This design comes from an exercise in tuning for small area and a short achievable clock period on the open sky130 flow, not from production work.
At most, simulation tests tie the RTL to the original design; equivalence was not proved.

== job 3999 ==
## iq_comp
module iq_comp (
	input clk, RESETn,
	input freeze_iqcomp,
	input [1:0] op_mode,
	input [3:0] Ix, Qx,
	input signed [12:0] Wr_in, Wj_in,
	output reg signed [3:0] Iy, Qy,
	output wire settled,
	output reg signed [12:0] Wr, Wj
);
Settings: LEC_CHECK=0, CAP_MARGIN=20, CORE_MARGIN=2, CORE_UTILIZATION=40, CTS_BUF_LIST=sky130_fd_sc_hd__clkbuf_8, CTS_CLUSTER_DIAMETER=200, CTS_CLUSTER_SIZE=30, SETUP_SLACK_MARGIN=2.0, SLEW_MARGIN=20, SYNTH_HIERARCHICAL=1, SYNTH_MINIMUM_KEEP_SIZE=0; clock period 8.0 ns.
standard.sh (not shown) runs the stock make flow with config.mk's settings and CLKGATE_MAP_FILE= SYNTH_SCRIPT=/design/flow/synth_recipe.tcl, a recipe that flattens the netlist after the stock synthesis.
==> flow/flow/run.sh <==
#!/bin/bash
# Layout flow: the standard flow, with two changes:
#  - synthesis maps the RTL's leaf modules to the cells given in
#    flow/cells_map.v (via ORFS's SYNTH_CANONICALIZE_TCL hook);
#  - port buffers are buf_1 cells.
set -euo pipefail
here=$(pwd)
export SYNTH_CANONICALIZE_TCL="$here/flow/canon.tcl"
export BUFFER_PORTS_ARGS="-buffer_cell sky130_fd_sc_hd__buf_1"
bash standard.sh > "$here/standard.log" 2>&1
Other scripts of this flow, unchanged in this note and not shown: flow/flow/canon.tcl, flow/flow/cells_map.v, flow/flow/leaf_modules.txt
[inputs] job 3885 vs job 3999
Settings: CTS_CLUSTER_DIAMETER no longer set, was 200; CTS_CLUSTER_SIZE no longer set, was 30.
### Flow results
- Job 3885 -> job 3999: number of I/O port buffers delta 0, exact match
- Re final worst-path cycle share: no difference whatsoever between job 3885 and job 3999.
- Job 3885 did not stop at any stage, and its layout met the timing, design-rule and antenna checks.
- Reported for job 3885 and job 3999, clock skew turned out identical to the last digit.
No run of this note included a check of the RTL's function; only the layout flow was run.

* * *

beta:
Another version of the RTL of iq_comp (not shown whole).
Size: roughly 780 cells after synthesis, about 74 I/O pins.
// iq_comp
module iq_comp (
	input clk, RESETn,
	input freeze_iqcomp,
	input [1:0] op_mode,
	input [3:0] Ix, Qx,
	input signed [12:0] Wr_in, Wj_in,
	output reg signed [3:0] Iy, Qy,
	output wire settled,
	output reg signed [12:0] Wr, Wj
);
assign settled = freeze_iqcomp;
wire [3:0] xi = {~Ix[3], Ix[2:0]};
wire [3:0] xq = {~Qx[3], Qx[2:0]};
wire int_w = ~op_mode[1] & op_mode[0];                   
wire sel_c = op_mode[1] ^ op_mode[0];                    
wire upd   = RESETn & int_w & ~freeze_iqcomp;           
wire keep  = RESETn & (op_mode[1] ^ op_mode[0]);        
wire n1; iq_nor2b2 u_n1 (.a(op_mode[1]), .bn(op_mode[0]), .y(n1));
wire n2; iq_nor2b2 u_n2 (.a(op_mode[1]), .bn(op_mode[0]), .y(n2));
wire [12:0] ur, uj;
iq_mux2x2 u_ur_0 (.a0(Wr_in[0]), .a1(Wr[0]), .s(n1), .y(ur[0]));
iq_mux2x2 u_ur_1 (.a0(Wr_in[1]), .a1(Wr[1]), .s(n1), .y(ur[1]));
iq_mux2x2 u_ur_2 (.a0(Wr_in[2]), .a1(Wr[2]), .s(n1), .y(ur[2]));
iq_mux2x2 u_ur_3 (.a0(Wr_in[3]), .a1(Wr[3]), .s(n1), .y(ur[3]));
iq_mux2x2 u_ur_4 (.a0(Wr_in[4]), .a1(Wr[4]), .s(n1), .y(ur[4]));
iq_mux2x2 u_ur_5 (.a0(Wr_in[5]), .a1(Wr[5]), .s(n1), .y(ur[5]));
iq_mux2x2 u_ur_6 (.a0(Wr_in[6]), .a1(Wr[6]), .s(n1), .y(ur[6]));
iq_mux2x2 u_ur_7 (.a0(Wr_in[7]), .a1(Wr[7]), .s(n1), .y(ur[7]));
iq_mux2x2 u_ur_8 (.a0(Wr_in[8]), .a1(Wr[8]), .s(n1), .y(ur[8]));
iq_mux2x2 u_ur_9 (.a0(Wr_in[9]), .a1(Wr[9]), .s(n1), .y(ur[9]));
iq_mux2x2 u_ur_10 (.a0(Wr_in[10]), .a1(Wr[10]), .s(n1), .y(ur[10]));
iq_mux2x2 u_ur_11 (.a0(Wr_in[11]), .a1(Wr[11]), .s(n1), .y(ur[11]));
iq_mux2x2 u_ur_12 (.a0(Wr_in[12]), .a1(Wr[12]), .s(n1), .y(ur[12]));
iq_mux2x2 u_uj_0 (.a0(Wj_in[0]), .a1(Wj[0]), .s(n2), .y(uj[0]));
iq_mux2x2 u_uj_1 (.a0(Wj_in[1]), .a1(Wj[1]), .s(n2), .y(uj[1]));
iq_mux2x2 u_uj_2 (.a0(Wj_in[2]), .a1(Wj[2]), .s(n2), .y(uj[2]));
iq_mux2x2 u_uj_3 (.a0(Wj_in[3]), .a1(Wj[3]), .s(n2), .y(uj[3]));
iq_mux2x2 u_uj_4 (.a0(Wj_in[4]), .a1(Wj[4]), .s(n2), .y(uj[4]));
iq_mux2x2 u_uj_5 (.a0(Wj_in[5]), .a1(Wj[5]), .s(n2), .y(uj[5]));
iq_mux2x2 u_uj_6 (.a0(Wj_in[6]), .a1(Wj[6]), .s(n2), .y(uj[6]));
  ...
Settings: LEC_CHECK=0, CAP_MARGIN=20, CORE_MARGIN=2, CORE_UTILIZATION=40, CTS_BUF_LIST=sky130_fd_sc_hd__clkbuf_8, SETUP_SLACK_MARGIN=2.0, SLEW_MARGIN=20, SYNTH_HIERARCHICAL=1, SYNTH_MINIMUM_KEEP_SIZE=0; clock period 8.0 ns.
==> flow/flow/run.sh <==
#!/bin/bash
# Layout flow: the standard flow, with two changes:
#  - synthesis maps the RTL's leaf modules to the cells given in
#    flow/cells_map.v (via ORFS's SYNTH_CANONICALIZE_TCL hook);
#  - port buffers are buf_2 cells.
set -euo pipefail
here=$(pwd)
export SYNTH_CANONICALIZE_TCL="$here/flow/canon.tcl"
export BUFFER_PORTS_ARGS="-buffer_cell sky130_fd_sc_hd__buf_1"
bash standard.sh > "$here/standard.log" 2>&1
Other scripts of this flow, unchanged in this note and not shown: flow/flow/canon.tcl, flow/flow/cells_map.v, flow/flow/leaf_modules.txt
## Diff of input files: gamma against beta
Settings: SETUP_SLACK_MARGIN now 2.5, was 2.0.
Notes after the runs:
Result for gamma and beta: all clean. Relative to beta, final clock period utilization by the worst path has decreased by 3.7 points in gamma. From gamma to beta, number of non-clock inverters in the layout did not move at all. The number of placement rows of gamma and that of beta are within noise of each other. The higher minimum clock period after layout of gamma and beta is in beta. Met3 usage in global routing: higher on gamma. After detailed routing, beta needs less wire than gamma. Setup WNS beta -> gamma: better. Of gamma and beta, the run reporting the lower share of layout cells above drive strength 1 was beta. The utilization after layout of gamma is higher than that of beta. The higher placer's final routability congestion estimate came out of beta.

==> what the ideal ports hide <==
How much do the figures lean on ideal ports? The routed layouts below were timed once more, with nothing changed but the port constraints.
Step 1, drivers: a clkbuf_16 drives clk and a buf_2 each remaining input, both assumed.
Step 2 times the ports against the registers' clock, not the clock port: input delays grow and output delays shrink by t, the midpoint of the rising clock arrivals with the driver on.
Slacks: no drivers / after step 1 / after step 2; pairs: no drivers / after step 1.
run	t (ns)	setup WS [ns]	worst hold slack (ns)	worst slew at a driven data input, ns
job 3999	0.346	2.331 / 2.349 / 2.003	0.726 / 0.726 / 0.726	0.04
job 3885	0.346	2.331 / 2.349 / 2.003	0.726 / 0.726 / 0.726	0.04
beta	0.340	2.176 / 2.178 / 1.838	0.719 / 0.719 / 0.719	0.05
gamma	0.332	2.472 / 2.461 / 2.129	0.727 / 0.727 / 0.727	0.07
After both steps setup and hold are still met in every run listed. The setup slack of gamma, which loses most, moves by -0.011 ns with the drivers and by -0.343 ns with both steps.
